Source: an optimization exercise on an open RTL-to-GDS flow (aim: small area and a short achievable clock period). Production flows keep margins and buffers that such runs may drop.
Only simulation tests tie the RTL to the original design; equivalence was not proved.

## flow/design.v (module list and top-level ports; edited modules follow where they fit)
// module Xor: 9 lines
// module Full_Adder: 9 lines
// module Full_Adder32: 20 lines
// module ALU: 65 lines
// module Mult: 22 lines
// module DCache: 75 lines
// module IssueQueueInt: 185 lines
// module IssueQueueMult: 163 lines
// module IssueQueueLS: 188 lines
// module IssueUnit: 188 lines
// module BackEnd: 266 lines
// module tomasulo_backend: 72 lines
module tomasulo_backend (
   input                Clk,
   input                Rst,
   input       [ 4:0]   Dispatch_Rd_Tag,
   input       [31:0]   Dispatch_Rs_Data,
   input       [ 4:0]   Dispatch_Rs_Tag,
   input                Dispatch_Rs_Data_Val,
   input       [31:0]   Dispatch_Rt_Data,
   input       [ 4:0]   Dispatch_Rt_Tag,
   input                Dispatch_Rt_Data_Val,
   input       [ 3:0]   Dispatch_Opcode_Int,
   input       [ 4:0]   Dispatch_Shfamt_Int,
   input                Dispatch_Opcode_LS,
   input       [15:0]   Dispatch_Imm_LS,
   input                Dispatch_Enable_Int0,
   input                Dispatch_Enable_Int1,
   input                Dispatch_Enable_Mult,
   input                Dispatch_Enable_LS,
   output               IssueQueInt0_Full,
   output               IssueQueInt1_Full,
   output               IssueQueMult_Full,
   output               IssueQueLS_Full,
   output      [ 4:0]   CDB_Tag,
   output      [31:0]   CDB_Data,
   output               CDB_Valid,
   output               CDB_Branch,
   output               CDB_Branch_Taken,
   input                RB_Store_Ready,
   input                RB_Flush_Valid,
   output               ALU0_Overflow,
   output               ALU0_Carry_Out,
   output               ALU1_Overflow,
   output               ALU1_Carry_Out
);
  // ...
==> flow/run.sh <==
#!/bin/bash
# synth_recipe.tcl (not shown) runs the flow's synth.tcl, then flattens the netlist and writes it again
# the make line also repeats each setting of config.mk as NAME=value (left out here)
make -C /OpenROAD-flow-scripts/flow DESIGN_CONFIG=/design/flow/config.mk WORK_HOME=/design/flow/orfs CLKGATE_MAP_FILE= SYNTH_SCRIPT=/design/flow/synth_recipe.tcl finish
==> flow/config.mk <==
export PLATFORM = sky130hd
export DESIGN_NAME = tomasulo_backend
export DESIGN_NICKNAME = tomasulo_backend
export VERILOG_FILES = /design/flow/design.v
export SDC_FILE = /design/flow/constraint.sdc
export NUM_CORES = 4
export LEC_CHECK = 0
export CAP_MARGIN = 20
export CORE_MARGIN = 2
export CORE_UTILIZATION = 35
export SLEW_MARGIN = 20
==> flow/constraint.sdc <==
create_clock -name core_clock -period 28.0 [get_ports {Clk}]
set_input_delay 5.6000 -clock core_clock [delete_from_list [all_inputs] [get_ports {Clk}]]
set_output_delay 5.6000 -clock core_clock [all_outputs]
set_load 0.01 [all_outputs]
==> results.json, run 1 <==
{
  "syn_nets": 14500,
  "critPathBufInv": 7,
  "fp.dieW_um": 624,
  "fp-row-count": 227,
  "ys_async_sr_fraction_pct": 100,
  "crit_fanout": 32,
  "final_common_cell": "nand2_1",
  "synthAdderAreaFrac_pct": 6.96,
  "numPlacedInstances": 18400,
  "die-area_um2": 390000,
  "start_util_pct": 35.2,
  "syn_inst": 13800,
  "synth_warnings": 87,
  "routabilityCongestion": 1.03,
  "h-tree-depth": 5,
  "drt-total-wl_mm": 509,
  "cts_setup_buffers": 0,
  "antenna_cells": 28,
  "wl_met3_mm": 38.3,
  "timing.rr.start": "BackEnd_inst0.IssueQueueInt_inst1.valid_reg[0]$_DFF_PP0_",
  "min_to": "BackEnd_inst0.Mult_inst0.result_reg[2][7]$_DFF_PP0_",
  "route.detailed.drc": 0,
  "track_usage_pct": 25.5,
  "met2_usage_pct": 40.9,
  "drt_pass1_iterations": 8,
  "cp_common_cell": "fa_1",
  "instances_no_fill": 18900,
  "worst_slack_ns": 2.44,
  "post-route-util_pct": 39.8,
  "ys.flop_type": "dfrtp_1",
  "synth_compound_area_share_pct": 16.1,
  "outcome": "complete, no violations",
  "synth_seq_cells": 2368,
  "viasPerCell": 5.79,
  "yosysMostFrequentCell": "nand2_1",
  "fin_worst_skew_ns": 0.123,
  "synth-xor-area-share_pct": 1.77,
  "cts.sinks": 2368,
  "syn_area_um2": 135000,
  "pre_cts_ws_ns": 3.29
}
==> module ALU, before the edit <==
module ALU( 
   input       [31:0]   Operand1, 
   input       [31:0]   Operand2,
   input       [ 4:0]   Shfamt,
   input       [ 4:0]   Tag_In,
   input       [ 3:0]   ALU_Opcode,   
   output reg  [31:0]   Result,
   output      [ 4:0]   Tag_Out,
   output reg           ALU_Branch,
   output reg           ALU_Branch_Taken,
   output reg           Carry_Out,
   output reg           Overflow   
   );
   parameter OP_AND  = 4'b0000;   
   parameter OP_OR   = 4'b0001;   
   parameter OP_ADD  = 4'b0010;   
   parameter OP_ADDU = 4'b0011;   
   parameter OP_SUB  = 4'b0110;   
   parameter OP_SLT  = 4'b0111;   
   parameter OP_SLTU = 4'b1010;   
   parameter OP_NOR  = 4'b1100;   
   parameter OP_SLL  = 4'b1000;   
   parameter OP_SRL  = 4'b1001;   
   parameter OP_BEQ  = 4'b0100;   
   parameter OP_BNQ  = 4'b0101;   
   wire [31:0] FA_Result;
   wire        FA_Cout;
   wire        FA_Overflow;
   wire        FA_Mod;
   assign FA_Mod = (ALU_Opcode == OP_SUB);
   Full_Adder32 Full_Adder32_inst0(
      .A        (Operand1),
      .B        (Operand2),
      .Cin      (FA_Mod),
      .Mod      (FA_Mod),
      .S        (FA_Result),   
      .Cout     (FA_Cout),
      .Overflow (FA_Overflow)
    );
   always@(*) begin
      ALU_Branch       = 1'b0;
      ALU_Branch_Taken = 1'b0;
      Carry_Out        = 1'b0;
      Overflow         = 1'b0;
      Result           = 32'h00000000;
      case(ALU_Opcode)
         OP_AND:  Result =   Operand1 & Operand2;
         OP_OR:   Result =   Operand1 | Operand2;        
         OP_ADDU: {Carry_Out,Result} =  {FA_Cout,FA_Result};          
         OP_SLTU: Result =  (Operand1 < Operand2) ? 32'h00000001:32'b00000000;
         OP_NOR:  Result = ~(Operand1 | Operand2);
         OP_SLL:  Result =   Operand1 << Shfamt;
         OP_SRL:  Result =   Operand1 >> Shfamt;
         OP_BEQ:  {ALU_Branch, ALU_Branch_Taken} = {1'b1, (Operand1 == Operand2)} ;
         OP_BNQ:  {ALU_Branch, ALU_Branch_Taken} = {1'b1, (Operand1 != Operand2)} ;
         OP_ADD:  {Overflow, Carry_Out, Result} =  {FA_Overflow, FA_Cout, FA_Result};
         OP_SUB:  {Overflow, Carry_Out, Result} =  {FA_Overflow, FA_Cout, FA_Result};             
         OP_SLT: begin
            Result =  ($signed(Operand1) < $signed(Operand2)) ? 32'h00000001:32'b00000000;
         end
         default: Result = 32'h00000000;
       endcase
   end 
   assign Tag_Out = Tag_In;  
endmodule
==> module Mult, before the edit <==
module Mult(
   input                Clk,
   input                Rst,
   input       [15:0]   OpA,
   input       [15:0]   OpB,
   output      [31:0]   Result
   );
   reg [31:0] result_reg [0:2];
   always@(posedge Clk, posedge Rst) begin
      if(Rst) begin
         result_reg[0] <= 32'h00000000;
         result_reg[1] <= 32'h00000000;
         result_reg[2] <= 32'h00000000;
      end
      else begin
         result_reg[0] <= OpA*OpB;
         result_reg[1] <= result_reg[0];
         result_reg[2] <= result_reg[1];
      end    
   end
   assign Result = result_reg[2];
endmodule
==> module DCache, before the edit <==
module DCache( 
   input                Clk,
   input                Rst,
   input       [31:0]   IssueQue_Data_In,
   input       [31:0]   IssueQue_Address,
   input       [ 4:0]   IssueQue_Tag_In,
   input                IssueQue_Opcode,
   input                IssueQue_Ready_In,
   output               IssueQue_Issue_Out,                        
   input                IssueUnit_Issue_In,
   output      [31:0]   IssueUnit_Data_Out,
   output      [ 4:0]   IssueUnit_Tag_Out, 
   output               IssueUnit_Ready_Out
   );
   integer i;
   reg [7:0] bank0 [0:31];
   reg [7:0] bank1 [0:31];
   reg [7:0] bank2 [0:31];
   reg [7:0] bank3 [0:31];
   wire [1:0] off  = IssueQue_Address[1:0];
   wire [4:0] row  = IssueQue_Address[6:2];
   wire [4:0] rown = IssueQue_Address[6:2] + 5'd1;
   wire [4:0] row0 = (off > 2'd0) ? rown : row;
   wire [4:0] row1 = (off > 2'd1) ? rown : row;
   wire [4:0] row2 = (off > 2'd2) ? rown : row;
   wire [4:0] row3 = row;
   wire [7:0] b0 = bank0[row0];
   wire [7:0] b1 = bank1[row1];
   wire [7:0] b2 = bank2[row2];
   wire [7:0] b3 = bank3[row3];
   assign IssueUnit_Tag_Out    = IssueQue_Tag_In;  
   assign IssueUnit_Ready_Out  = IssueQue_Ready_In & IssueQue_Opcode;  
   assign IssueQue_Issue_Out   = ((~IssueQue_Opcode) & IssueQue_Ready_In) | IssueUnit_Issue_In;
   assign IssueUnit_Data_Out = (off == 2'd0) ? {b3, b2, b1, b0} :
                               (off == 2'd1) ? {b0, b3, b2, b1} :
                               (off == 2'd2) ? {b1, b0, b3, b2} :
                                               {b2, b1, b0, b3};
   wire [7:0] d0 = IssueQue_Data_In[ 7: 0];
   wire [7:0] d1 = IssueQue_Data_In[15: 8];
   wire [7:0] d2 = IssueQue_Data_In[23:16];
   wire [7:0] d3 = IssueQue_Data_In[31:24];
   wire [7:0] w0 = (off == 2'd0) ? d0 : (off == 2'd1) ? d3 : (off == 2'd2) ? d2 : d1;
   wire [7:0] w1 = (off == 2'd0) ? d1 : (off == 2'd1) ? d0 : (off == 2'd2) ? d3 : d2;
   wire [7:0] w2 = (off == 2'd0) ? d2 : (off == 2'd1) ? d1 : (off == 2'd2) ? d0 : d3;
   wire [7:0] w3 = (off == 2'd0) ? d3 : (off == 2'd1) ? d2 : (off == 2'd2) ? d1 : d0;
   wire store = IssueQue_Ready_In & (~IssueQue_Opcode);
   function [31:0] init_word(input integer r);
      case (r)
         0: init_word = 4;
         1: init_word = 5;
         2: init_word = 3;
         3: init_word = 9;
         4: init_word = 15;
         5: init_word = 1;
         6: init_word = 2;
         7: init_word = 2;
         8: init_word = 20;
         9: init_word = 7;
         default: init_word = 0;
      endcase
   endfunction
   always@(posedge Clk, posedge Rst) begin
      if(Rst) begin
         for(i = 0; i < 32; i = i+1) begin
            {bank3[i], bank2[i], bank1[i], bank0[i]} <= init_word(i);
         end
      end
      else if(store) begin
         bank0[row0] <= w0;
         bank1[row1] <= w1;
         bank2[row2] <= w2;
         bank3[row3] <= w3;
      end
   end
endmodule
==> run 2: changes to the inputs <==
==> flow/design.v (replaced) <==
module Xor(Z,A,B);
  input  A, B;
  output Z;
  not  xor_not0 (A_neg,  A);
  not  xor_not1 (B_neg,  B);
  and  xor_and0 (S0, A,  B_neg);
  and  xor_and1 (S1, B,  A_neg);
  or   xor_or0  (Z , S0, S1);
endmodule
module Full_Adder(A, B, Cin, S, Cout);
  input  A, B, Cin;
  output S, Cout;
  Xor  fa_xor0 (X0, A,  B);
  Xor  fa_xor1 (S , X0, Cin);
  and  fa_and0 (S0, A,    B);
  and  fa_and1 (S1, Cin,  X0);
  or   fa_or0  (Cout, S0, S1);
endmodule
module Full_Adder32(A,B,Cin,Mod,S,Cout,Overflow);
  input  [31:0] A, B;
  input         Cin, Mod;
  output [31:0] S;
  output        Cout;
  output        Overflow;
  wire [30:0] Cp;
  generate
  genvar i;
    for(i=0; i<32; i=i+1) begin: Adder_gen
      if(i == 0)
        Full_Adder Full_Adder_inst ( .A(A[i]), .B(B[i]^Mod), .Cin(Cin),     .S(S[i]), .Cout(Cp[i])   );
      else if(i<31)
        Full_Adder Full_Adder_inst ( .A(A[i]), .B(B[i]^Mod), .Cin(Cp[i-1]), .S(S[i]), .Cout(Cp[i])   );
      else  
        Full_Adder Full_Adder_inst ( .A(A[i]), .B(B[i]^Mod), .Cin(Cp[i-1]), .S(S[i]), .Cout(Cout)   );
    end
  endgenerate
  assign Overflow = Cout ^ Cp[30];
endmodule
module ALU_Adder (
   input       [31:0]   Operand1,
   input       [31:0]   Operand2,
   input       [ 3:0]   ALU_Opcode,
   output      [31:0]   Sum,
   output               Cout,
   output               Ovf,
   output               Carry_Out,
   output               Overflow
);
   wire        sub = ALU_Opcode[3] | ALU_Opcode[2];
   wire [31:0] b   = Operand2 ^ {32{sub}};
   wire [33:0] t   = {1'b0, Operand1, 1'b1} + {1'b0, b, sub};
   assign Sum  = t[32:1];
   assign Cout = t[33];
   assign Ovf  = (Operand1[31] ~^ b[31]) & (Sum[31] ^ Operand1[31]);
   assign Carry_Out = Cout & ~ALU_Opcode[3] & ALU_Opcode[1] & ~(ALU_Opcode[2] & ALU_Opcode[0]);
   assign Overflow  = Ovf  & ~ALU_Opcode[3] & ALU_Opcode[1] & ~ALU_Opcode[0];
endmodule
module ALU (
   input       [31:0]   Operand1,
   input       [31:0]   Operand2,    
   input       [ 3:0]   ALU_Opcode,
   input       [31:0]   Sum,         
   input                Cout,
   input                Ovf,
   output reg  [31:0]   Result,
   output               ALU_Branch,
   output               ALU_Branch_Taken
);
   parameter OP_AND  = 4'b0000;
   parameter OP_OR   = 4'b0001;
   parameter OP_ADD  = 4'b0010;
   parameter OP_ADDU = 4'b0011;
   parameter OP_SUB  = 4'b0110;
   parameter OP_SLT  = 4'b0111;
   parameter OP_SLTU = 4'b1010;
   parameter OP_NOR  = 4'b1100;
   parameter OP_SLL  = 4'b1000;
   parameter OP_SRL  = 4'b1001;
   parameter OP_BEQ  = 4'b0100;
   parameter OP_BNQ  = 4'b0101;
   integer k;
   wire        right = ALU_Opcode[0];
   reg  [31:0] rev_in, rev_out;
   wire [31:0] sh_in  = right ? rev_in : Operand1;
   wire [31:0] sh_out = sh_in << Operand2[4:0];
   always @(*) begin
      for (k = 0; k < 32; k = k + 1) begin
         rev_in[k]  = Operand1[31-k];
         rev_out[k] = sh_out[31-k];
      end
   end
   wire [31:0] shifted = right ? rev_out : sh_out;
   wire eq = (Sum == 32'b0);
   always @(*) begin
      case (ALU_Opcode)
         OP_AND:  Result = Operand1 & Operand2;
         OP_OR:   Result = Operand1 | Operand2;
         OP_NOR:  Result = ~(Operand1 | Operand2);
         OP_ADD, OP_ADDU, OP_SUB:
                  Result = Sum;
         OP_SLT:  Result = {31'b0, Sum[31] ^ Ovf};
         OP_SLTU: Result = {31'b0, ~Cout};
         OP_SLL, OP_SRL:
                  Result = shifted;
         default: Result = 32'b0;
      endcase
   end
   assign ALU_Branch       = (ALU_Opcode[3:1] == 3'b010);
   assign ALU_Branch_Taken = ALU_Branch & (eq ^ ALU_Opcode[0]);
endmodule
module Mult (
   input                Clk,
   input       [15:0]   OpA,
   input       [15:0]   OpB,
   input       [ 4:0]   Tag_In,
   output      [31:0]   Result,
   output      [ 4:0]   Tag_Out
);
   reg [15:0] a_reg, b_reg;
   reg [31:0] p1_reg, p2_reg;
   reg [ 4:0] t0_reg, t1_reg, t2_reg;
   always @(posedge Clk) begin
      a_reg  <= OpA;
      b_reg  <= OpB;
      p1_reg <= a_reg * b_reg;
      p2_reg <= p1_reg;
      t0_reg <= Tag_In;
      t1_reg <= t0_reg;
      t2_reg <= t1_reg;
   end
   assign Result  = p2_reg;
   assign Tag_Out = t2_reg;
endmodule
module DCache (
   input                Clk,
   input                Rst,
   input       [31:0]   Store_Data,
   input       [ 6:0]   Address,
   input                Store,
   output      [31:0]   Load_Data
);
   integer i;
   reg [7:0] bank0 [0:31];
   reg [7:0] bank1 [0:31];
   reg [7:0] bank2 [0:31];
   reg [7:0] bank3 [0:31];
   wire [1:0] off  = Address[1:0];
   wire [4:0] row  = Address[6:2];
   wire [4:0] rown = Address[6:2] + 5'd1;
   wire [4:0] row0 = (off > 2'd0) ? rown : row;
   wire [4:0] row1 = (off > 2'd1) ? rown : row;
   wire [4:0] row2 = (off > 2'd2) ? rown : row;
   wire [4:0] row3 = row;
   wire [7:0] b0 = bank0[row0];
   wire [7:0] b1 = bank1[row1];
   wire [7:0] b2 = bank2[row2];
   wire [7:0] b3 = bank3[row3];
   assign Load_Data = (off == 2'd0) ? {b3, b2, b1, b0} :
                      (off == 2'd1) ? {b0, b3, b2, b1} :
                      (off == 2'd2) ? {b1, b0, b3, b2} :
                                      {b2, b1, b0, b3};
   wire [7:0] d0 = Store_Data[ 7: 0];
   wire [7:0] d1 = Store_Data[15: 8];
   wire [7:0] d2 = Store_Data[23:16];
   wire [7:0] d3 = Store_Data[31:24];
   wire [7:0] w0 = (off == 2'd0) ? d0 : (off == 2'd1) ? d3 : (off == 2'd2) ? d2 : d1;
   wire [7:0] w1 = (off == 2'd0) ? d1 : (off == 2'd1) ? d0 : (off == 2'd2) ? d3 : d2;
   wire [7:0] w2 = (off == 2'd0) ? d2 : (off == 2'd1) ? d1 : (off == 2'd2) ? d0 : d3;
   wire [7:0] w3 = (off == 2'd0) ? d3 : (off == 2'd1) ? d2 : (off == 2'd2) ? d1 : d0;
   function [31:0] init_word(input integer r);
      case (r)
         0: init_word = 4;
         1: init_word = 5;
         2: init_word = 3;
         3: init_word = 9;
         4: init_word = 15;
         5: init_word = 1;
         6: init_word = 2;
         7: init_word = 2;
         8: init_word = 20;
         9: init_word = 7;
         default: init_word = 0;
      endcase
   endfunction
   always @(posedge Clk, posedge Rst) begin
      if (Rst) begin
         for (i = 0; i < 32; i = i + 1) begin
            {bank3[i], bank2[i], bank1[i], bank0[i]} <= init_word(i);
         end
      end
      else if (Store) begin
         bank0[row0] <= w0;
         bank1[row1] <= w1;
         bank2[row2] <= w2;
         bank3[row3] <= w3;
      end
   end
endmodule
module IssueQueueInt (
   input                Clk,
   input                Rst,
   input       [ 4:0]   Dispatch_Rd_Tag,
   input       [31:0]   Dispatch_Rs_Data,
   input       [ 4:0]   Dispatch_Rs_Tag,
   input                Dispatch_Rs_Data_Val,
   input       [31:0]   Dispatch_Rt_Data,
   input       [ 4:0]   Dispatch_Rt_Tag,
   input                Dispatch_Rt_Data_Val,
   input       [ 3:0]   Dispatch_Opcode,
   input       [ 4:0]   Dispatch_Shfamt,
   input                Dispatch_Enable,
   output               IssueQue_AllValid,
   input       [ 4:0]   CDB_Tag,
   input       [31:0]   CDB_Data,
   input                CDB_Valid,
   output               IssueQue_Ready,
   output      [31:0]   IssueQue_Rs_Data,
   output      [31:0]   IssueQue_Rt_Data,    
   output      [ 4:0]   IssueQue_Rd_Tag,
   output      [ 3:0]   IssueQue_Opcode,
   input                Issueblk_Issue,
   input                RB_Flush_Valid
);
   integer i;
   reg [ 3:0] op   [0:3];
   reg [ 4:0] rd   [0:3];
   reg [ 4:0] rst  [0:3];
   reg [31:0] rsd  [0:3];
   reg        rsv  [0:3];
   reg [ 4:0] rtt  [0:3];
   reg [31:0] rtd  [0:3];
   reg        rtv  [0:3];
   reg        v    [0:3];
   wire r0 = rsv[0] & rtv[0] & v[0];
   wire r1 = rsv[1] & rtv[1] & v[1];
   wire r2 = rsv[2] & rtv[2] & v[2];
   wire r3 = rsv[3] & rtv[3] & v[3];
   wire s1 = ~r0 & r1;
   wire s2 = ~r0 & ~r1 & r2;
   wire s3 = ~r0 & ~r1 & ~r2 & r3;
   wire s0 = ~(s1 | s2 | s3);
   assign IssueQue_Ready = r0 | r1 | r2 | r3;
   assign IssueQue_Rs_Data = ({32{s0}} & rsd[0]) | ({32{s1}} & rsd[1]) | ({32{s2}} & rsd[2]) | ({32{s3}} & rsd[3]);
   assign IssueQue_Rt_Data = ({32{s0}} & rtd[0]) | ({32{s1}} & rtd[1]) | ({32{s2}} & rtd[2]) | ({32{s3}} & rtd[3]);
   assign IssueQue_Rd_Tag  = ({ 5{s0}} & rd [0]) | ({ 5{s1}} & rd [1]) | ({ 5{s2}} & rd [2]) | ({ 5{s3}} & rd [3]);
   assign IssueQue_Opcode  = ({ 4{s0}} & op [0]) | ({ 4{s1}} & op [1]) | ({ 4{s2}} & op [2]) | ({ 4{s3}} & op [3]);
   wire i0 = Issueblk_Issue & r0;
   wire i1 = Issueblk_Issue & s1;
   wire i2 = Issueblk_Issue & s2;
   wire i3 = Issueblk_Issue & s3;
   wire allv = v[0] & v[1] & v[2] & v[3];
   wire add  = Dispatch_Enable & (~allv | Issueblk_Issue);
   wire sh1  = v[1] & ~i1 & (~v[0] | i0);
   wire sh2  = v[2] & ~i2 & (~(v[0] & v[1]) | i0 | i1);
   wire sh3  = v[3] & ~i3 & (~(v[0] & v[1] & v[2]) | i0 | i1 | i2);
   wire vn0 = ~RB_Flush_Valid & (sh1 | (v[0] & ~i0));
   wire vn1 = ~RB_Flush_Valid & (sh2 | (v[1] & ~i1 & ~sh1));
   wire vn2 = ~RB_Flush_Valid & (sh3 | (v[2] & ~i2 & ~sh2));
   wire vn3 = ~RB_Flush_Valid & (add | (v[3] & ~i3 & ~sh3));
   assign IssueQue_AllValid = allv;
   wire d_shift = (Dispatch_Opcode[3:1] == 3'b100);
   wire [31:0] d_rtd = {Dispatch_Rt_Data[31:5], d_shift ? Dispatch_Shfamt : Dispatch_Rt_Data[4:0]};
   reg        mv  [0:3];
   reg [ 3:0] nop [0:3];
   reg [ 4:0] nrd [0:3];
   reg [ 4:0] nrst[0:3];
   reg [31:0] nrsd[0:3];
   reg        nrsv[0:3];
   reg [ 4:0] nrtt[0:3];
   reg [31:0] nrtd[0:3];
   reg        nrtv[0:3];
   reg        mrs [0:3];
   reg        mrt [0:3];
   always @(*) begin
      mv[0] = sh1; mv[1] = sh2; mv[2] = sh3; mv[3] = add;
      for (i = 0; i < 3; i = i + 1) begin
         nop [i] = mv[i] ? op [i+1] : op [i];
         nrd [i] = mv[i] ? rd [i+1] : rd [i];
         nrst[i] = mv[i] ? rst[i+1] : rst[i];
         nrsd[i] = mv[i] ? rsd[i+1] : rsd[i];
         nrsv[i] = mv[i] ? rsv[i+1] : rsv[i];
         nrtt[i] = mv[i] ? rtt[i+1] : rtt[i];
         nrtd[i] = mv[i] ? rtd[i+1] : rtd[i];
         nrtv[i] = mv[i] ? rtv[i+1] : rtv[i];
      end
      nop [3] = add ? Dispatch_Opcode      : op [3];
      nrd [3] = add ? Dispatch_Rd_Tag      : rd [3];
      nrst[3] = add ? Dispatch_Rs_Tag      : rst[3];
      nrsd[3] = add ? Dispatch_Rs_Data     : rsd[3];
      nrsv[3] = add ? Dispatch_Rs_Data_Val : rsv[3];
      nrtt[3] = add ? Dispatch_Rt_Tag      : rtt[3];
      nrtd[3] = add ? d_rtd                : rtd[3];
      nrtv[3] = add ? Dispatch_Rt_Data_Val : rtv[3];
      for (i = 0; i < 4; i = i + 1) begin
         mrs[i] = CDB_Valid & ~nrsv[i] & (CDB_Tag == nrst[i]);
         mrt[i] = CDB_Valid & ~nrtv[i] & (CDB_Tag == nrtt[i]);
      end
   end
   always @(posedge Clk, posedge Rst) begin
      if (Rst) begin
         for (i = 0; i < 4; i = i + 1) begin
            op[i] <= 4'b0;
            v [i] <= 1'b0;
         end
      end
      else begin
         v[0] <= vn0; v[1] <= vn1; v[2] <= vn2; v[3] <= vn3;
         for (i = 0; i < 4; i = i + 1)
            op[i] <= nop[i];
      end
   end
   always @(posedge Clk) begin
      for (i = 0; i < 4; i = i + 1) begin
         rd [i] <= nrd [i];
         rst[i] <= nrst[i];
         rtt[i] <= nrtt[i];
         rsd[i] <= mrs[i] ? CDB_Data : nrsd[i];
         rsv[i] <= mrs[i] | nrsv[i];
         rtd[i] <= (mrt[i] & (nop[i][3:1] != 3'b100)) ? CDB_Data : nrtd[i];
         rtv[i] <= mrt[i] | nrtv[i];
      end
   end
endmodule
module IssueQueueMult (
   input                Clk,
   input                Rst,
   input       [ 4:0]   Dispatch_Rd_Tag,
   input       [15:0]   Dispatch_Rs_Data,
   input       [ 4:0]   Dispatch_Rs_Tag,
   input                Dispatch_Rs_Data_Val,
   input       [15:0]   Dispatch_Rt_Data,
   input       [ 4:0]   Dispatch_Rt_Tag,
   input                Dispatch_Rt_Data_Val,
   input                Dispatch_Enable,
   output               IssueQue_Full,
   input       [ 4:0]   CDB_Tag,
   input       [15:0]   CDB_Data,
   input                CDB_Valid,
   output               IssueQue_Ready,
   output      [15:0]   IssueQue_Rs_Data,
   output      [15:0]   IssueQue_Rt_Data,
   output      [ 4:0]   IssueQue_Rd_Tag,
   input                Issueblk_Issue,
   input                RB_Flush_Valid
);
   integer i;
   reg [ 4:0] rd   [0:3];
   reg [15:0] rsd  [0:3];
   reg        rsv  [0:3];
   reg [15:0] rtd  [0:3];
   reg        rtv  [0:3];
   reg        v    [0:3];
   wire r0 = rsv[0] & rtv[0] & v[0];
   wire r1 = rsv[1] & rtv[1] & v[1];
   wire r2 = rsv[2] & rtv[2] & v[2];
   wire r3 = rsv[3] & rtv[3] & v[3];
   wire s1 = ~r0 & r1;
   wire s2 = ~r0 & ~r1 & r2;
   wire s3 = ~r0 & ~r1 & ~r2 & r3;
   wire s0 = ~(s1 | s2 | s3);
   assign IssueQue_Ready = r0 | r1 | r2 | r3;
   assign IssueQue_Rs_Data = ({16{s0}} & rsd[0]) | ({16{s1}} & rsd[1]) | ({16{s2}} & rsd[2]) | ({16{s3}} & rsd[3]);
   assign IssueQue_Rt_Data = ({16{s0}} & rtd[0]) | ({16{s1}} & rtd[1]) | ({16{s2}} & rtd[2]) | ({16{s3}} & rtd[3]);
   assign IssueQue_Rd_Tag  = ({ 5{s0}} & rd [0]) | ({ 5{s1}} & rd [1]) | ({ 5{s2}} & rd [2]) | ({ 5{s3}} & rd [3]);
   wire i0 = Issueblk_Issue & r0;
   wire i1 = Issueblk_Issue & s1;
   wire i2 = Issueblk_Issue & s2;
   wire i3 = Issueblk_Issue & s3;
   wire allv = v[0] & v[1] & v[2] & v[3];
   wire add  = Dispatch_Enable & (~allv | Issueblk_Issue);
   wire sh1  = v[1] & ~i1 & (~v[0] | i0);
   wire sh2  = v[2] & ~i2 & (~(v[0] & v[1]) | i0 | i1);
   wire sh3  = v[3] & ~i3 & (~(v[0] & v[1] & v[2]) | i0 | i1 | i2);
   wire vn0 = ~RB_Flush_Valid & (sh1 | (v[0] & ~i0));
   wire vn1 = ~RB_Flush_Valid & (sh2 | (v[1] & ~i1 & ~sh1));
   wire vn2 = ~RB_Flush_Valid & (sh3 | (v[2] & ~i2 & ~sh2));
   wire vn3 = ~RB_Flush_Valid & (add | (v[3] & ~i3 & ~sh3));
   assign IssueQue_Full = allv & ~Issueblk_Issue;
   wire [15:0] d_rsd = {Dispatch_Rs_Data[15:5], Dispatch_Rs_Data_Val ? Dispatch_Rs_Data[4:0] : Dispatch_Rs_Tag};
   wire [15:0] d_rtd = {Dispatch_Rt_Data[15:5], Dispatch_Rt_Data_Val ? Dispatch_Rt_Data[4:0] : Dispatch_Rt_Tag};
   reg        mv  [0:3];
   reg [ 4:0] nrd [0:3];
   reg [15:0] nrsd[0:3];
   reg        nrsv[0:3];
   reg [15:0] nrtd[0:3];
   reg        nrtv[0:3];
   reg        mrs [0:3];
   reg        mrt [0:3];
   always @(*) begin
      mv[0] = sh1; mv[1] = sh2; mv[2] = sh3; mv[3] = add;
      for (i = 0; i < 3; i = i + 1) begin
         nrd [i] = mv[i] ? rd [i+1] : rd [i];
         nrsd[i] = mv[i] ? rsd[i+1] : rsd[i];
         nrsv[i] = mv[i] ? rsv[i+1] : rsv[i];
         nrtd[i] = mv[i] ? rtd[i+1] : rtd[i];
         nrtv[i] = mv[i] ? rtv[i+1] : rtv[i];
      end
      nrd [3] = add ? Dispatch_Rd_Tag      : rd [3];
      nrsd[3] = add ? d_rsd                : rsd[3];
      nrsv[3] = add ? Dispatch_Rs_Data_Val : rsv[3];
      nrtd[3] = add ? d_rtd                : rtd[3];
      nrtv[3] = add ? Dispatch_Rt_Data_Val : rtv[3];
      for (i = 0; i < 4; i = i + 1) begin
         mrs[i] = CDB_Valid & ~nrsv[i] & (CDB_Tag == nrsd[i][4:0]);
         mrt[i] = CDB_Valid & ~nrtv[i] & (CDB_Tag == nrtd[i][4:0]);
      end
   end
   always @(posedge Clk, posedge Rst) begin
      if (Rst) begin
         for (i = 0; i < 4; i = i + 1)
            v[i] <= 1'b0;
      end
      else begin
         v[0] <= vn0; v[1] <= vn1; v[2] <= vn2; v[3] <= vn3;
      end
   end
   always @(posedge Clk) begin
      for (i = 0; i < 4; i = i + 1) begin
         rd [i] <= nrd[i];
         rsd[i] <= mrs[i] ? CDB_Data : nrsd[i];
         rsv[i] <= mrs[i] | nrsv[i];
         rtd[i] <= mrt[i] ? CDB_Data : nrtd[i];
         rtv[i] <= mrt[i] | nrtv[i];
      end
   end
endmodule
module IssueQueueLS (
   input                Clk,
   input                Rst,
   input       [ 4:0]   Dispatch_Rd_Tag,
   input       [31:0]   Dispatch_Rs_Data,
   input       [ 4:0]   Dispatch_Rs_Tag,
   input                Dispatch_Rs_Data_Val,
   input       [31:0]   Dispatch_Rt_Data,
   input       [ 4:0]   Dispatch_Rt_Tag,
   input                Dispatch_Rt_Data_Val,
   input                Dispatch_Opcode,
   input       [15:0]   Dispatch_Imm,
   input                Dispatch_Enable,
   output               IssueQue_AllValid,
   input       [ 4:0]   CDB_Tag,
   input       [31:0]   CDB_Data,
   input                CDB_Valid,
   output               Ready_1,            
   output               Load_1,             
   output               Store_1,            
   output               Load_0,             
   output      [31:0]   IssueQue_Data,
   output      [ 6:0]   IssueQue_Address,
   output      [ 4:0]   IssueQue_Rd_Tag,
   input                IssueUnit_Issue,    
   output               IssueQue_Store,     
   input                RB_Store_Ready,
   input                RB_Flush_Valid
);
   integer i;
   reg        op   [0:3];
   reg [ 6:0] af   [0:3];
   reg [ 4:0] rd   [0:3];
   reg [ 4:0] rst  [0:3];
   reg        rsv  [0:3];
   reg [ 4:0] rtl  [0:3];    
   reg [31:5] rth  [0:3];    
   reg        rtv  [0:3];
   reg        v    [0:3];
   wire a0 = rsv[0] & (rtv[0] | op[0]);
   wire a1 = rsv[1] & (rtv[1] | op[1]);
   wire a2 = rsv[2] & (rtv[2] | op[2]);
   wire a3 = rsv[3] & (rtv[3] | op[3]);
   wire nb0_1 = ~a0 & ~v[0];
   wire nb1_1 = ~a1 & ~v[1];
   wire nb2_1 = ~a2 & ~v[2];
   wire nb0_0 = ~(a0 & op[0]) & ~v[0];
   wire nb1_0 = ~(a1 & op[1]) & ~v[1];
   wire nb2_0 = ~(a2 & op[2]) & ~v[2];
   wire c0_1 = a0 & v[0];
   wire s1_1 = nb0_1 & a1 & v[1];
   wire s2_1 = nb0_1 & nb1_1 & a2 & v[2];
   wire s3_1 = nb0_1 & nb1_1 & nb2_1 & a3 & v[3];
   wire c0_0 = a0 & op[0] & v[0];
   wire s1_0 = nb0_0 & a1 & op[1] & v[1];
   wire s2_0 = nb0_0 & nb1_0 & a2 & op[2] & v[2];
   wire s3_0 = nb0_0 & nb1_0 & nb2_0 & a3 & op[3] & v[3];
   assign Ready_1  = c0_1 | s1_1 | s2_1 | s3_1;
   assign Load_1   = (c0_1 & op[0]) | (s1_1 & op[1]) | (s2_1 & op[2]) | (s3_1 & op[3]);
   assign Store_1  = Ready_1 & ~Load_1;
   assign Load_0   = c0_0 | s1_0 | s2_0 | s3_0;
   wire c0 = RB_Store_Ready ? c0_1 : c0_0;
   wire s1 = RB_Store_Ready ? s1_1 : s1_0;
   wire s2 = RB_Store_Ready ? s2_1 : s2_0;
   wire s3 = RB_Store_Ready ? s3_1 : s3_0;
   wire s0 = ~(s1 | s2 | s3);
   assign IssueQue_Address = ({ 7{s0}} & af[0]) | ({ 7{s1}} & af[1]) | ({ 7{s2}} & af[2]) | ({ 7{s3}} & af[3]);
   assign IssueQue_Rd_Tag  = ({ 5{s0}} & rd[0]) | ({ 5{s1}} & rd[1]) | ({ 5{s2}} & rd[2]) | ({ 5{s3}} & rd[3]);
   assign IssueQue_Data    = ({32{s0}} & {rth[0], rtl[0]}) | ({32{s1}} & {rth[1], rtl[1]}) |
                             ({32{s2}} & {rth[2], rtl[2]}) | ({32{s3}} & {rth[3], rtl[3]});
   wire store = RB_Store_Ready & Store_1;
   assign IssueQue_Store = store;
   wire issue = store | IssueUnit_Issue;
   wire i0 = issue & c0;
   wire i1 = issue & s1;
   wire i2 = issue & s2;
   wire i3 = issue & s3;
   wire allv = v[0] & v[1] & v[2] & v[3];
   wire add  = Dispatch_Enable & (~allv | issue);
   wire sh1  = v[1] & ~i1 & (~v[0] | i0);
   wire sh2  = v[2] & ~i2 & (~(v[0] & v[1]) | i0 | i1);
   wire sh3  = v[3] & ~i3 & (~(v[0] & v[1] & v[2]) | i0 | i1 | i2);
   wire vn0 = ~RB_Flush_Valid & (sh1 | (v[0] & ~i0));
   wire vn1 = ~RB_Flush_Valid & (sh2 | (v[1] & ~i1 & ~sh1));
   wire vn2 = ~RB_Flush_Valid & (sh3 | (v[2] & ~i2 & ~sh2));
   wire vn3 = ~RB_Flush_Valid & (add | (v[3] & ~i3 & ~sh3));
   assign IssueQue_AllValid = allv;
   wire [6:0] d_af  = Dispatch_Rs_Data_Val ? (Dispatch_Rs_Data[6:0] + Dispatch_Imm[6:0]) : Dispatch_Imm[6:0];
   wire [4:0] d_rtl = Dispatch_Rt_Data_Val ? Dispatch_Rt_Data[4:0] : Dispatch_Rt_Tag;
   reg        mv  [0:3];
   reg        nop [0:3];
   reg [ 6:0] naf [0:3];
   reg [ 4:0] nrd [0:3];
   reg [ 4:0] nrst[0:3];
   reg        nrsv[0:3];
   reg [ 4:0] nrtl[0:3];
   reg [31:5] nrth[0:3];
   reg        nrtv[0:3];
   reg        mrs [0:3];
   reg        mrt [0:3];
   always @(*) begin
      mv[0] = sh1; mv[1] = sh2; mv[2] = sh3; mv[3] = add;
      for (i = 0; i < 3; i = i + 1) begin
         nop [i] = mv[i] ? op [i+1] : op [i];
         naf [i] = mv[i] ? af [i+1] : af [i];
         nrd [i] = mv[i] ? rd [i+1] : rd [i];
         nrst[i] = mv[i] ? rst[i+1] : rst[i];
         nrsv[i] = mv[i] ? rsv[i+1] : rsv[i];
         nrtl[i] = mv[i] ? rtl[i+1] : rtl[i];
         nrth[i] = mv[i] ? rth[i+1] : rth[i];
         nrtv[i] = mv[i] ? rtv[i+1] : rtv[i];
      end
      nop [3] = add ? Dispatch_Opcode        : op [3];
      naf [3] = add ? d_af                   : af [3];
      nrd [3] = add ? Dispatch_Rd_Tag        : rd [3];
      nrst[3] = add ? Dispatch_Rs_Tag        : rst[3];
      nrsv[3] = add ? Dispatch_Rs_Data_Val   : rsv[3];
      nrtl[3] = add ? d_rtl                  : rtl[3];
      nrth[3] = add ? Dispatch_Rt_Data[31:5] : rth[3];
      nrtv[3] = add ? Dispatch_Rt_Data_Val   : rtv[3];
      for (i = 0; i < 4; i = i + 1) begin
         mrs[i] = CDB_Valid & ~nrsv[i] & (CDB_Tag == nrst[i]);
         mrt[i] = CDB_Valid & ~nrtv[i] & (CDB_Tag == nrtl[i]);
      end
   end
   always @(posedge Clk, posedge Rst) begin
      if (Rst) begin
         for (i = 0; i < 4; i = i + 1) begin
            op [i] <= 1'b0;
            rst[i] <= 5'b0;
            rsv[i] <= 1'b0;
            rtl[i] <= 5'b0;
            rtv[i] <= 1'b0;
            v  [i] <= 1'b0;
         end
      end
      else begin
         v[0] <= vn0; v[1] <= vn1; v[2] <= vn2; v[3] <= vn3;
         for (i = 0; i < 4; i = i + 1) begin
            op [i] <= nop[i];
            rst[i] <= nrst[i];
            rsv[i] <= mrs[i] | nrsv[i];
            rtl[i] <= mrt[i] ? CDB_Data[4:0] : nrtl[i];
            rtv[i] <= mrt[i] | nrtv[i];
         end
      end
   end
   always @(posedge Clk) begin
      for (i = 0; i < 4; i = i + 1) begin
         af [i] <= mrs[i] ? (CDB_Data[6:0] + naf[i]) : naf[i];
         rd [i] <= nrd[i];
         rth[i] <= mrt[i] ? CDB_Data[31:5] : nrth[i];
      end
   end
endmodule
module IssueUnit (
   input                Clk,
   input                Rst,
   input                RB_Store_Ready,
   input                Ready_Int0,
   input                Ready_Int1,
   input                Ready_Mult,
   input                Load_1,         
   input                Load_0,         
   input                Store_1,        
   input                AllValid_Int0,
   input                AllValid_Int1,
   input                AllValid_LS,
   output               Issue_Int0,
   output               Issue_Int1,
   output               Issue_LS,
   output               Int_Sel1,       
   output               IssueQueInt0_Full,
   output               IssueQueInt1_Full,
   output               IssueQueLS_Full,
   input       [ 4:0]   Int_Tag,
   input       [31:0]   Int_Result,
   input                Int_Branch,
   input                Int_Branch_Taken,
   input       [ 4:0]   LS_Tag,
   input       [31:0]   LS_Result,
   input       [ 4:0]   Mult_Tag,
   input       [31:0]   Mult_Result,
   output reg  [ 4:0]   CDB_Tag,
   output reg  [31:0]   CDB_Data,
   output reg           CDB_Valid,
   output reg           CDB_Branch,
   output reg           CDB_Branch_Taken
);
   reg [2:0] slot;       
   reg [1:0] LRU_reg;
   wire mult_done = slot[2];
   wire int_first = LRU_reg[1];
   wire i0_first  = LRU_reg[0];
   wire pick1 = ~mult_done & (i0_first ? (~Ready_Int0 & Ready_Int1) : Ready_Int1);
   wire pick0 = ~mult_done & (i0_first ? Ready_Int0 : (~Ready_Int1 & Ready_Int0));
   wire ls_ok = ~mult_done & ~(int_first & (Ready_Int0 | Ready_Int1));
   wire Issue_LS_1   = ls_ok & Load_1;
   wire Issue_LS_0   = ls_ok & Load_0;
   wire Issue_Int1_1 = pick1 & ~(~int_first & Load_1);
   wire Issue_Int1_0 = pick1 & ~(~int_first & Load_0);
   wire Issue_Int0_1 = pick0 & ~(~int_first & Load_1);
   wire Issue_Int0_0 = pick0 & ~(~int_first & Load_0);
   assign Issue_LS   = RB_Store_Ready ? Issue_LS_1   : Issue_LS_0;
   assign Issue_Int1 = RB_Store_Ready ? Issue_Int1_1 : Issue_Int1_0;
   assign Issue_Int0 = RB_Store_Ready ? Issue_Int0_1 : Issue_Int0_0;
   FullFlags FullFlags_inst0 (
      .RB_Store_Ready (RB_Store_Ready),
      .Int0_Full_1    (AllValid_Int0 & ~Issue_Int0_1),
      .Int0_Full_0    (AllValid_Int0 & ~Issue_Int0_0),
      .Int1_Full_1    (AllValid_Int1 & ~Issue_Int1_1),
      .Int1_Full_0    (AllValid_Int1 & ~Issue_Int1_0),
      .LS_Full_1      (AllValid_LS & ~(Store_1 | Issue_LS_1)),
      .LS_Full_0      (AllValid_LS & ~Issue_LS_0),
      .Int0_Full      (IssueQueInt0_Full),
      .Int1_Full      (IssueQueInt1_Full),
      .LS_Full        (IssueQueLS_Full)
   );
   assign Int_Sel1 = i0_first ? ~Ready_Int0 : Ready_Int1;
   wire [1:0] LRU_next = Issue_LS   ? {1'b1, LRU_reg[0]} :
                         Issue_Int1 ? 2'b01 :
                         Issue_Int0 ? 2'b00 : LRU_reg;
   wire int_issue = Issue_Int0 | Issue_Int1;
   always @(posedge Clk, posedge Rst) begin
      if (Rst) begin
         slot             <= 3'b000;
         LRU_reg          <= 2'b10;
         CDB_Tag          <= 5'b0;
         CDB_Data         <= 32'b0;
         CDB_Valid        <= 1'b0;
         CDB_Branch       <= 1'b0;
         CDB_Branch_Taken <= 1'b0;
      end
      else begin
         slot    <= {slot[1:0], Ready_Mult};
         LRU_reg <= LRU_next;
         CDB_Valid        <= mult_done | Issue_LS | int_issue;
         CDB_Tag          <= mult_done ? Mult_Tag    : Issue_LS ? LS_Tag    : int_issue ? Int_Tag    : 5'b0;
         CDB_Data         <= mult_done ? Mult_Result : Issue_LS ? LS_Result : int_issue ? Int_Result : 32'b0;
         CDB_Branch       <= int_issue & Int_Branch;
         CDB_Branch_Taken <= int_issue & Int_Branch_Taken;
      end
   end
endmodule
module FullFlags (
   input                RB_Store_Ready,
   input                Int0_Full_1,
   input                Int0_Full_0,
   input                Int1_Full_1,
   input                Int1_Full_0,
   input                LS_Full_1,
   input                LS_Full_0,
   output               Int0_Full,
   output               Int1_Full,
   output               LS_Full
);
   assign Int0_Full = RB_Store_Ready ? Int0_Full_1 : Int0_Full_0;
   assign Int1_Full = RB_Store_Ready ? Int1_Full_1 : Int1_Full_0;
   assign LS_Full   = RB_Store_Ready ? LS_Full_1   : LS_Full_0;
endmodule
module BackEnd (
   input                Clk,
   input                Rst,
   input       [ 4:0]   Dispatch_Rd_Tag,
   input       [31:0]   Dispatch_Rs_Data,
   input       [ 4:0]   Dispatch_Rs_Tag,
   input                Dispatch_Rs_Data_Val,
   input       [31:0]   Dispatch_Rt_Data,
   input       [ 4:0]   Dispatch_Rt_Tag,
   input                Dispatch_Rt_Data_Val,
   input       [ 3:0]   Dispatch_Opcode_Int,
   input       [ 4:0]   Dispatch_Shfamt_Int,
   input                Dispatch_Opcode_LS,
   input       [15:0]   Dispatch_Imm_LS,
   input                Dispatch_Enable_Int0,
   input                Dispatch_Enable_Int1,
   input                Dispatch_Enable_Mult,
   input                Dispatch_Enable_LS,
   output               IssueQueInt0_Full,
   output               IssueQueInt1_Full,
   output               IssueQueMult_Full,
   output               IssueQueLS_Full,
   input       [ 4:0]   CDB_Tag_In,
   input       [31:0]   CDB_Data_In,
   input                CDB_Valid_In,
   output      [ 4:0]   CDB_Tag_Out,
   output      [31:0]   CDB_Data_Out,
   output               CDB_Valid_Out,
   output               CDB_Branch_Out,
   output               CDB_Branch_Taken_Out,
   input                RB_Store_Ready,
   input                RB_Flush_Valid,
   output               ALU0_Overflow,
   output               ALU0_Carry_Out,
   output               ALU1_Overflow,
   output               ALU1_Carry_Out
);
   wire        Int0_Ready, Int1_Ready;
   wire [31:0] Int0_Rs, Int0_Rt, Int1_Rs, Int1_Rt;
   wire [ 4:0] Int0_Tag, Int1_Tag;
   wire [ 3:0] Int0_Op, Int1_Op;
   wire        Issue_Int0, Issue_Int1, Issue_LS, Int_Sel1;
   wire        Mult_Ready;
   wire [15:0] Mult_Rs, Mult_Rt;
   wire [ 4:0] Mult_Tag;
   wire [31:0] Mult_Result;
   wire [ 4:0] Mult_Tag_Out;
   wire        LS_Load_1, LS_Load_0, LS_Store_1, LS_Ready_1, LS_Store;
   wire        Int0_AllValid, Int1_AllValid, LS_AllValid;
   wire [31:0] LS_Data, Load_Data;
   wire [ 6:0] LS_Address;
   wire [ 4:0] LS_Tag;
   IssueQueueInt IssueQueueInt_inst0 (
      .Clk(Clk), .Rst(Rst),
      .Dispatch_Rd_Tag(Dispatch_Rd_Tag),
      .Dispatch_Rs_Data(Dispatch_Rs_Data), .Dispatch_Rs_Tag(Dispatch_Rs_Tag), .Dispatch_Rs_Data_Val(Dispatch_Rs_Data_Val),
      .Dispatch_Rt_Data(Dispatch_Rt_Data), .Dispatch_Rt_Tag(Dispatch_Rt_Tag), .Dispatch_Rt_Data_Val(Dispatch_Rt_Data_Val),
      .Dispatch_Opcode(Dispatch_Opcode_Int), .Dispatch_Shfamt(Dispatch_Shfamt_Int),
      .Dispatch_Enable(Dispatch_Enable_Int0), .IssueQue_AllValid(Int0_AllValid),
      .CDB_Tag(CDB_Tag_In), .CDB_Data(CDB_Data_In), .CDB_Valid(CDB_Valid_In),
      .IssueQue_Ready(Int0_Ready), .IssueQue_Rs_Data(Int0_Rs), .IssueQue_Rt_Data(Int0_Rt),
      .IssueQue_Rd_Tag(Int0_Tag), .IssueQue_Opcode(Int0_Op),
      .Issueblk_Issue(Issue_Int0), .RB_Flush_Valid(RB_Flush_Valid)
   );
   IssueQueueInt IssueQueueInt_inst1 (
      .Clk(Clk), .Rst(Rst),
      .Dispatch_Rd_Tag(Dispatch_Rd_Tag),
      .Dispatch_Rs_Data(Dispatch_Rs_Data), .Dispatch_Rs_Tag(Dispatch_Rs_Tag), .Dispatch_Rs_Data_Val(Dispatch_Rs_Data_Val),
      .Dispatch_Rt_Data(Dispatch_Rt_Data), .Dispatch_Rt_Tag(Dispatch_Rt_Tag), .Dispatch_Rt_Data_Val(Dispatch_Rt_Data_Val),
      .Dispatch_Opcode(Dispatch_Opcode_Int), .Dispatch_Shfamt(Dispatch_Shfamt_Int),
      .Dispatch_Enable(Dispatch_Enable_Int1), .IssueQue_AllValid(Int1_AllValid),
      .CDB_Tag(CDB_Tag_In), .CDB_Data(CDB_Data_In), .CDB_Valid(CDB_Valid_In),
      .IssueQue_Ready(Int1_Ready), .IssueQue_Rs_Data(Int1_Rs), .IssueQue_Rt_Data(Int1_Rt),
      .IssueQue_Rd_Tag(Int1_Tag), .IssueQue_Opcode(Int1_Op),
      .Issueblk_Issue(Issue_Int1), .RB_Flush_Valid(RB_Flush_Valid)
   );
   wire [31:0] Sum0, Sum1;
   wire        Cout0, Cout1, Ovf0, Ovf1;
   ALU_Adder ALU_Adder_inst0 (
      .Operand1(Int0_Rs), .Operand2(Int0_Rt), .ALU_Opcode(Int0_Op),
      .Sum(Sum0), .Cout(Cout0), .Ovf(Ovf0),
      .Carry_Out(ALU0_Carry_Out), .Overflow(ALU0_Overflow)
   );
   ALU_Adder ALU_Adder_inst1 (
      .Operand1(Int1_Rs), .Operand2(Int1_Rt), .ALU_Opcode(Int1_Op),
      .Sum(Sum1), .Cout(Cout1), .Ovf(Ovf1),
      .Carry_Out(ALU1_Carry_Out), .Overflow(ALU1_Overflow)
   );
   wire [31:0] Alu_Rs  = Int_Sel1 ? Int1_Rs  : Int0_Rs;
   wire [31:0] Alu_Rt  = Int_Sel1 ? Int1_Rt  : Int0_Rt;
   wire [ 3:0] Alu_Op  = Int_Sel1 ? Int1_Op  : Int0_Op;
   wire [ 4:0] Alu_Tag = Int_Sel1 ? Int1_Tag : Int0_Tag;
   wire [31:0] Alu_Sum = Int_Sel1 ? Sum1     : Sum0;
   wire        Alu_Cout = Int_Sel1 ? Cout1   : Cout0;
   wire        Alu_Ovf  = Int_Sel1 ? Ovf1    : Ovf0;
   wire [31:0] Alu_Result;
   wire        Alu_Branch, Alu_Branch_Taken;
   ALU ALU_inst0 (
      .Operand1(Alu_Rs), .Operand2(Alu_Rt), .ALU_Opcode(Alu_Op),
      .Sum(Alu_Sum), .Cout(Alu_Cout), .Ovf(Alu_Ovf),
      .Result(Alu_Result), .ALU_Branch(Alu_Branch), .ALU_Branch_Taken(Alu_Branch_Taken)
   );
   IssueQueueMult IssueQueueMult_inst0 (
      .Clk(Clk), .Rst(Rst),
      .Dispatch_Rd_Tag(Dispatch_Rd_Tag),
      .Dispatch_Rs_Data(Dispatch_Rs_Data[15:0]), .Dispatch_Rs_Tag(Dispatch_Rs_Tag), .Dispatch_Rs_Data_Val(Dispatch_Rs_Data_Val),
      .Dispatch_Rt_Data(Dispatch_Rt_Data[15:0]), .Dispatch_Rt_Tag(Dispatch_Rt_Tag), .Dispatch_Rt_Data_Val(Dispatch_Rt_Data_Val),
      .Dispatch_Enable(Dispatch_Enable_Mult), .IssueQue_Full(IssueQueMult_Full),
      .CDB_Tag(CDB_Tag_In), .CDB_Data(CDB_Data_In[15:0]), .CDB_Valid(CDB_Valid_In),
      .IssueQue_Ready(Mult_Ready), .IssueQue_Rs_Data(Mult_Rs), .IssueQue_Rt_Data(Mult_Rt),
      .IssueQue_Rd_Tag(Mult_Tag),
      .Issueblk_Issue(Mult_Ready), .RB_Flush_Valid(RB_Flush_Valid)
   );
   Mult Mult_inst0 (
      .Clk(Clk), .OpA(Mult_Rs), .OpB(Mult_Rt), .Tag_In(Mult_Tag),
      .Result(Mult_Result), .Tag_Out(Mult_Tag_Out)
   );
   IssueQueueLS IssueQueueLS_inst0 (
      .Clk(Clk), .Rst(Rst),
      .Dispatch_Rd_Tag(Dispatch_Rd_Tag),
      .Dispatch_Rs_Data(Dispatch_Rs_Data), .Dispatch_Rs_Tag(Dispatch_Rs_Tag), .Dispatch_Rs_Data_Val(Dispatch_Rs_Data_Val),
      .Dispatch_Rt_Data(Dispatch_Rt_Data), .Dispatch_Rt_Tag(Dispatch_Rt_Tag), .Dispatch_Rt_Data_Val(Dispatch_Rt_Data_Val),
      .Dispatch_Opcode(Dispatch_Opcode_LS), .Dispatch_Imm(Dispatch_Imm_LS),
      .Dispatch_Enable(Dispatch_Enable_LS), .IssueQue_AllValid(LS_AllValid),
      .CDB_Tag(CDB_Tag_In), .CDB_Data(CDB_Data_In), .CDB_Valid(CDB_Valid_In),
      .Ready_1(LS_Ready_1), .Load_1(LS_Load_1), .Store_1(LS_Store_1), .Load_0(LS_Load_0),
      .IssueQue_Data(LS_Data), .IssueQue_Address(LS_Address), .IssueQue_Rd_Tag(LS_Tag),
      .IssueUnit_Issue(Issue_LS), .IssueQue_Store(LS_Store),
      .RB_Store_Ready(RB_Store_Ready), .RB_Flush_Valid(RB_Flush_Valid)
   );
   DCache DCache_inst0 (
      .Clk(Clk), .Rst(Rst),
      .Store_Data(LS_Data), .Address(LS_Address), .Store(LS_Store),
      .Load_Data(Load_Data)
   );
   IssueUnit IssueUnit_inst0 (
      .Clk(Clk), .Rst(Rst),
      .RB_Store_Ready(RB_Store_Ready),
      .Ready_Int0(Int0_Ready), .Ready_Int1(Int1_Ready), .Ready_Mult(Mult_Ready),
      .Load_1(LS_Load_1), .Load_0(LS_Load_0), .Store_1(LS_Store_1),
      .AllValid_Int0(Int0_AllValid), .AllValid_Int1(Int1_AllValid), .AllValid_LS(LS_AllValid),
      .Issue_Int0(Issue_Int0), .Issue_Int1(Issue_Int1), .Issue_LS(Issue_LS), .Int_Sel1(Int_Sel1),
      .IssueQueInt0_Full(IssueQueInt0_Full), .IssueQueInt1_Full(IssueQueInt1_Full), .IssueQueLS_Full(IssueQueLS_Full),
      .Int_Tag(Alu_Tag), .Int_Result(Alu_Result),
      .Int_Branch(Alu_Branch), .Int_Branch_Taken(Alu_Branch_Taken),
      .LS_Tag(LS_Tag), .LS_Result(Load_Data),
      .Mult_Tag(Mult_Tag_Out), .Mult_Result(Mult_Result),
      .CDB_Tag(CDB_Tag_Out), .CDB_Data(CDB_Data_Out), .CDB_Valid(CDB_Valid_Out),
      .CDB_Branch(CDB_Branch_Out), .CDB_Branch_Taken(CDB_Branch_Taken_Out)
   );
endmodule
module tomasulo_backend (
   input                Clk,
   input                Rst,
   input       [ 4:0]   Dispatch_Rd_Tag,
   input       [31:0]   Dispatch_Rs_Data,
   input       [ 4:0]   Dispatch_Rs_Tag,
   input                Dispatch_Rs_Data_Val,
   input       [31:0]   Dispatch_Rt_Data,
   input       [ 4:0]   Dispatch_Rt_Tag,
   input                Dispatch_Rt_Data_Val,
   input       [ 3:0]   Dispatch_Opcode_Int,
   input       [ 4:0]   Dispatch_Shfamt_Int,
   input                Dispatch_Opcode_LS,
   input       [15:0]   Dispatch_Imm_LS,
   input                Dispatch_Enable_Int0,
   input                Dispatch_Enable_Int1,
   input                Dispatch_Enable_Mult,
   input                Dispatch_Enable_LS,
   output               IssueQueInt0_Full,
   output               IssueQueInt1_Full,
   output               IssueQueMult_Full,
   output               IssueQueLS_Full,
   output      [ 4:0]   CDB_Tag,
   output      [31:0]   CDB_Data,
   output               CDB_Valid,
   output               CDB_Branch,
   output               CDB_Branch_Taken,
   input                RB_Store_Ready,
   input                RB_Flush_Valid,
   output               ALU0_Overflow,
   output               ALU0_Carry_Out,
   output               ALU1_Overflow,
   output               ALU1_Carry_Out
);
   BackEnd BackEnd_inst0 (
   .Clk                   (Clk),
   .Rst                   (Rst),
   .Dispatch_Rd_Tag       (Dispatch_Rd_Tag),
   .Dispatch_Rs_Data      (Dispatch_Rs_Data),
   .Dispatch_Rs_Tag       (Dispatch_Rs_Tag),
   .Dispatch_Rs_Data_Val  (Dispatch_Rs_Data_Val),
   .Dispatch_Rt_Data      (Dispatch_Rt_Data),
   .Dispatch_Rt_Tag       (Dispatch_Rt_Tag),
   .Dispatch_Rt_Data_Val  (Dispatch_Rt_Data_Val),
   .Dispatch_Opcode_Int   (Dispatch_Opcode_Int),
   .Dispatch_Shfamt_Int   (Dispatch_Shfamt_Int),
   .Dispatch_Opcode_LS    (Dispatch_Opcode_LS),
   .Dispatch_Imm_LS       (Dispatch_Imm_LS),
   .Dispatch_Enable_Int0  (Dispatch_Enable_Int0),
   .Dispatch_Enable_Int1  (Dispatch_Enable_Int1),
   .Dispatch_Enable_Mult  (Dispatch_Enable_Mult),
   .Dispatch_Enable_LS    (Dispatch_Enable_LS),
   .IssueQueInt0_Full     (IssueQueInt0_Full),
   .IssueQueInt1_Full     (IssueQueInt1_Full),
   .IssueQueMult_Full     (IssueQueMult_Full),
   .IssueQueLS_Full       (IssueQueLS_Full),
   .CDB_Tag_In            (CDB_Tag),
   .CDB_Data_In           (CDB_Data),
   .CDB_Valid_In          (CDB_Valid),
   .CDB_Tag_Out           (CDB_Tag),
   .CDB_Data_Out          (CDB_Data),
   .CDB_Valid_Out         (CDB_Valid),
   .CDB_Branch_Out        (CDB_Branch),
   .CDB_Branch_Taken_Out  (CDB_Branch_Taken),
   .RB_Store_Ready        (RB_Store_Ready),
   .RB_Flush_Valid        (RB_Flush_Valid),
   .ALU0_Overflow         (ALU0_Overflow),
   .ALU0_Carry_Out        (ALU0_Carry_Out),
   .ALU1_Overflow         (ALU1_Overflow),
   .ALU1_Carry_Out        (ALU1_Carry_Out)
   );
endmodule
==> flow/flow/run.sh (new file) <==
#!/bin/bash
set -euo pipefail
bash standard.sh \
  SETUP_SLACK_MARGIN=16 \
  "BUFFER_PORTS_ARGS=-buffer_cell sky130_fd_sc_hd__buf_4" \
  finish > make_finish.log 2>&1
==> flow/standard.sh (new file) <==
#!/bin/bash
# synth_recipe.tcl (not shown) runs the flow's synth.tcl, then flattens the netlist and writes it again
# the make line also repeats each setting of config.mk as NAME=value (left out here)
make -C /OpenROAD-flow-scripts/flow DESIGN_CONFIG=/design/flow/config.mk WORK_HOME=/design/flow/orfs CLKGATE_MAP_FILE= SYNTH_SCRIPT=/design/flow/synth_recipe.tcl "${@:-finish}"
==> flow/config.mk (replaced) <==
export PLATFORM = sky130hd
export DESIGN_NAME = tomasulo_backend
export DESIGN_NICKNAME = tomasulo_backend
export VERILOG_FILES = /design/flow/design.v
export SDC_FILE = /design/flow/constraint.sdc
export NUM_CORES = 4
export LEC_CHECK = 0
export CAP_MARGIN = 20
export CORE_MARGIN = 2
export CORE_UTILIZATION = 50
export SLEW_MARGIN = 20
removed: flow/run.sh
==> run 2 against run 1 <==
  * Critical path type is now primary input to output port
  * Hold slack got worse by 0.013 ns
  * Largest cell class is now sequential cells
  * Die area decreased by 39%
  * Area after synthesis decreased by 13%
  * Worst setup slack improved by 13 ns
  * Flip-flop and latch count decreased by 128
  * Synthesized cell count decreased by 15%
  * Wire length decreased by 11%
  * Sequential share of layout area increased by 5.4 points
  * Maximum frequency increased by 100%
==> results.json, run 2 <==
{
  "synth_seq_cells": 2240,
  "end_kind": "output port",
  "io_buffers": 153,
  "relSlewSlack_pct": 17.1,
  "ys_async_sr_fraction_pct": 52.2,
  "instances_no_fill": 15000,
  "drt-total-wl_mm": 452,
  "die-area_um2": 238000,
  "final_common_cell": "nand2_1",
  "core-area_um2": 233000,
  "dr.first_iter.drc_count": 13700,
  "slowest_delay_ns": 0.25,
  "ctsHoldBuffers": 0,
  "numPlacedInstances": 14400,
  "fp.dieW_um": 488,
  "cp_common_cell": "buf_6",
  "reg2reg_setup_slack_ns": 19.98,
  "dp_hpwl_mm": 313,
  "fmax_mhz": 79.5,
  "grt_overflow": 0,
  "start_kind": "primary input",
  "cp.required_ns": 22.40,
  "clk_latency_ns": 0.95,
  "cts.sinks": 2240,
  "rsz0062_at_grt": "yes",
  "path_delay_family": "compound AO/OA/AOI/OAI gates",
  "synth_edf_count": 788,
  "vias": 96300,
  "syn_area_um2": 117000,
  "track_usage_pct": 37.2,
  "cts.clk_slew.worst_paths_ns": 0.06,
  "syn_inst": 11700,
  "viasPerCell": 6.41,
  "synth_top_area_cell": "dfrtp_1",
  "netlist_top_cells_count": "nand2_1, dfrtp_1, nor2_1",
  "antenna_found_initial": 55,
  "routabilityCongestion": 0.980,
  "tns_ns": 0,
  "h-tree-depth": 4,
  "routedWlPerCell_um": 30.1,
  "ys_seq_area_share_pct": 50.0,
  "post-route-util_pct": 56.8,
  "min_to": "BackEnd_inst0.Mult_inst0.p2_reg[23]$_DFF_P_",
  "syn_to_final_growth_pct": 12.8,
  "drive_gt1_share_pct": 15.7,
  "cts_tree": "yes",
  "yosysMostFrequentCell": "nand2_1",
  "die_y_um": 488,
  "critPathArrivalTime_ns": 6.98,
  "drv_cap": 0,
  "critPathBufInv": 4,
  "post-route-period-util_pct": 44.9,
  "fin_worst_skew_ns": 0.161,
  "worstMarginPinSlew_ns": 1.21,
  "design_area_um2": 132000,
  "ff2ff_path_depth": 26,
  "hold_path_depth": 0,
  "cts_root_buffer": "clkbuf_16",
  "regToRegEndpoint": "BackEnd_inst0.Mult_inst0.p1_reg[29]$_DFF_P_",
  "grt_pass1_vias": 91700,
  "worstHoldStart": "BackEnd_inst0.Mult_inst0.p1_reg[23]$_DFF_P_",
  "synth_top_cell_area_share_pct": 24.5,
  "setup_viol": 0,
  "timing.rr.start": "BackEnd_inst0.Mult_inst0.a_reg[12]$_DFF_P_",
  "hold_path.class": "flip-flop to flip-flop",
  "hold_viol_final": 0,
  "synth_cell_type_count": 123,
  "nets": 12200,
  "synthTopCellsByArea": "dfrtp_1, edfxtp_1, mux2_2",
  "route.detailed.drc": 0,
  "cts_buffers": 235,
  "mostFrequentLayoutCells": "nand2_1, dfrtp_1, nor2_1",
  "synth_warnings": 65,
  "outcome": "complete, no violations",
  "syn_nets": 12200,
  "critPathKind": "primary input to output port",
  "crit_fanout": 5,
  "place_area_um2": 122000,
  "slew_violations": 0,
  "grt_max_degree": 187,
  "cts.path.max_buffers": 3,
  "fp-row-count": 177,
  "drtAntennaViolNets": 0,
  "grt_pass1_wl_mm": 647,
  "crit_slowest_cell": "o31a_1",
  "period_needed_ns": 12.58,
  "start_util_pct": 50.3,
  "ys.flop_type": "dfrtp_1",
  "ios": 163,
  "worstPathCellList": "buf_12 -> nand2b_4 -> o31a_1 -> buf_6 -> a21oi_4 -> buf_6 -> a31oi_4 -> buf_6",
  "postSynthAreaPerCell_um2": 10.0,
  "drt_pass1_iterations": 12
}
[run 2: changes by cell type after synthesis, sizes merged, moves of 128 or more]
| cell | before | now |
|---|---|---|
| a21oi | 513 | 894 |
| clkbuf | 853 | 647 |
| dfrtp | 2348 | 1149 |
| dfxtp | 0 | 283 |
| edfxtp | 0 | 788 |
| ha | 332 | 204 |
| inv | 511 | 321 |
| mux2 | 1066 | 599 |
| mux2i | 696 | 204 |
| nand2 | 2397 | 1616 |
| nor2 | 685 | 1100 |
| o21ai | 1419 | 1080 |
[run 2: metal layers]
layer | GRT usage, % | part of all wire [%]
met1 | 50.4 | 39
met5 | 0.388 | 0.10
met2 | 54.2 | 43
met3 | 11.0 | 12
met4 | 18.7 | 5.9
[run 2: cell families (layout without fill, tap and decap cells)]
family	count (synthesis)	in the layout	share of synthesized area, %
and+or+nand+nor	3562	3563	13.0
AOI/OAI and AO/OA	3160	3161	17.2
DFF	2240	2240	50.0
buffers and inverters	1187	1335	4.07
muxes	803	803	7.50
adders and majority gates	410	410	5.64
xor gates and xnor gates	338	338	2.53
other	0	27	0
[run 2: how the worst max path moves through the flow]
stage | startpoint | end | slack [ns] | cells past startpoint
finish | RB_Store_Ready | IssueQueInt1_Full | 15.42 | 8
CTS | RB_Store_Ready | IssueQueLS_Full | 15.43 | 8
floorplan | Rst | BackEnd_inst0.DCache_inst0.bank0[0][0]$_DFFE_PP0P_ | 6.27 | 1
global route | RB_Store_Ready | IssueQueInt1_Full | 15.40 | 8
global placement | RB_Store_Ready | BackEnd_inst0.IssueUnit_inst0.CDB_Data[12]$_DFF_PP0_ | 14.73 | 27
detailed placement | RB_Store_Ready | BackEnd_inst0.IssueUnit_inst0.CDB_Data[2]$_DFF_PP0_ | 14.69 | 22
[run 2: final cells by class]
| type | count | area (µm²) |
|---|---|---|
| diodes | 27 | 67.6 |
| clock buffers | 336 | 6870 |
| fillers | 20200 | 101000 |
| clock inverters | 105 | 1500 |
| inverters | 322 | 1220 |
| multi-input cells | 8275 | 55100 |
| repair buffers | 572 | 4880 |
| well taps | 3132 | 3920 |
| flip-flops and latches | 2240 | 58600 |
[run 2: through the flow]
step / setup WS [ns] / hold slack, ns
after floorplan: 6.27 / 0.310
after global placement: 14.73 / 0.311
after detailed placement: 14.69 / 0.313
after CTS: 15.43 / 0.320
after global routing: 15.40 / 0.324
final: 15.42 / 0.315
[run 2: repair_timing]
item,4_1_cts,5_1_grt
pin swaps,23,31
hold endpoints to repair,0,0
setup buffers,26,52
gates resized for setup,108,83
cloned,6,6
setup endpoints to repair,27,28

-- separate check: timing with driven ports --
The results above use ideal ports. As a check the final layouts listed here were re-extracted and re-timed, cells and wires unchanged.
Step 1: set_driving_cell puts a clkbuf_16 on Clk and a buf_2 on each other input, an assumption about the parent block.
Step 2 moves the port delays by t, midway between the first and last clock arrival at a register: inputs arrive t later, outputs are due t later. That takes back most of the time a late clock gives input paths.
Three values: ideal ports, drivers, drivers and shift; two values: the first two.
| run | t, ns | slack for setup (ns) | worst setup path after step 2 |
|---|---|---|---|
| run 1 | 1.030 | 2.437 / 2.321 / 3.350 | register to output |
| run 2 | 0.972 | 15.420 / 15.338 / 15.002 | input to register |
After both steps setup and hold are still met in every run listed. The setup slack of run 2, which loses most, moves by -0.082 ns with the drivers and by -0.418 ns with both steps.
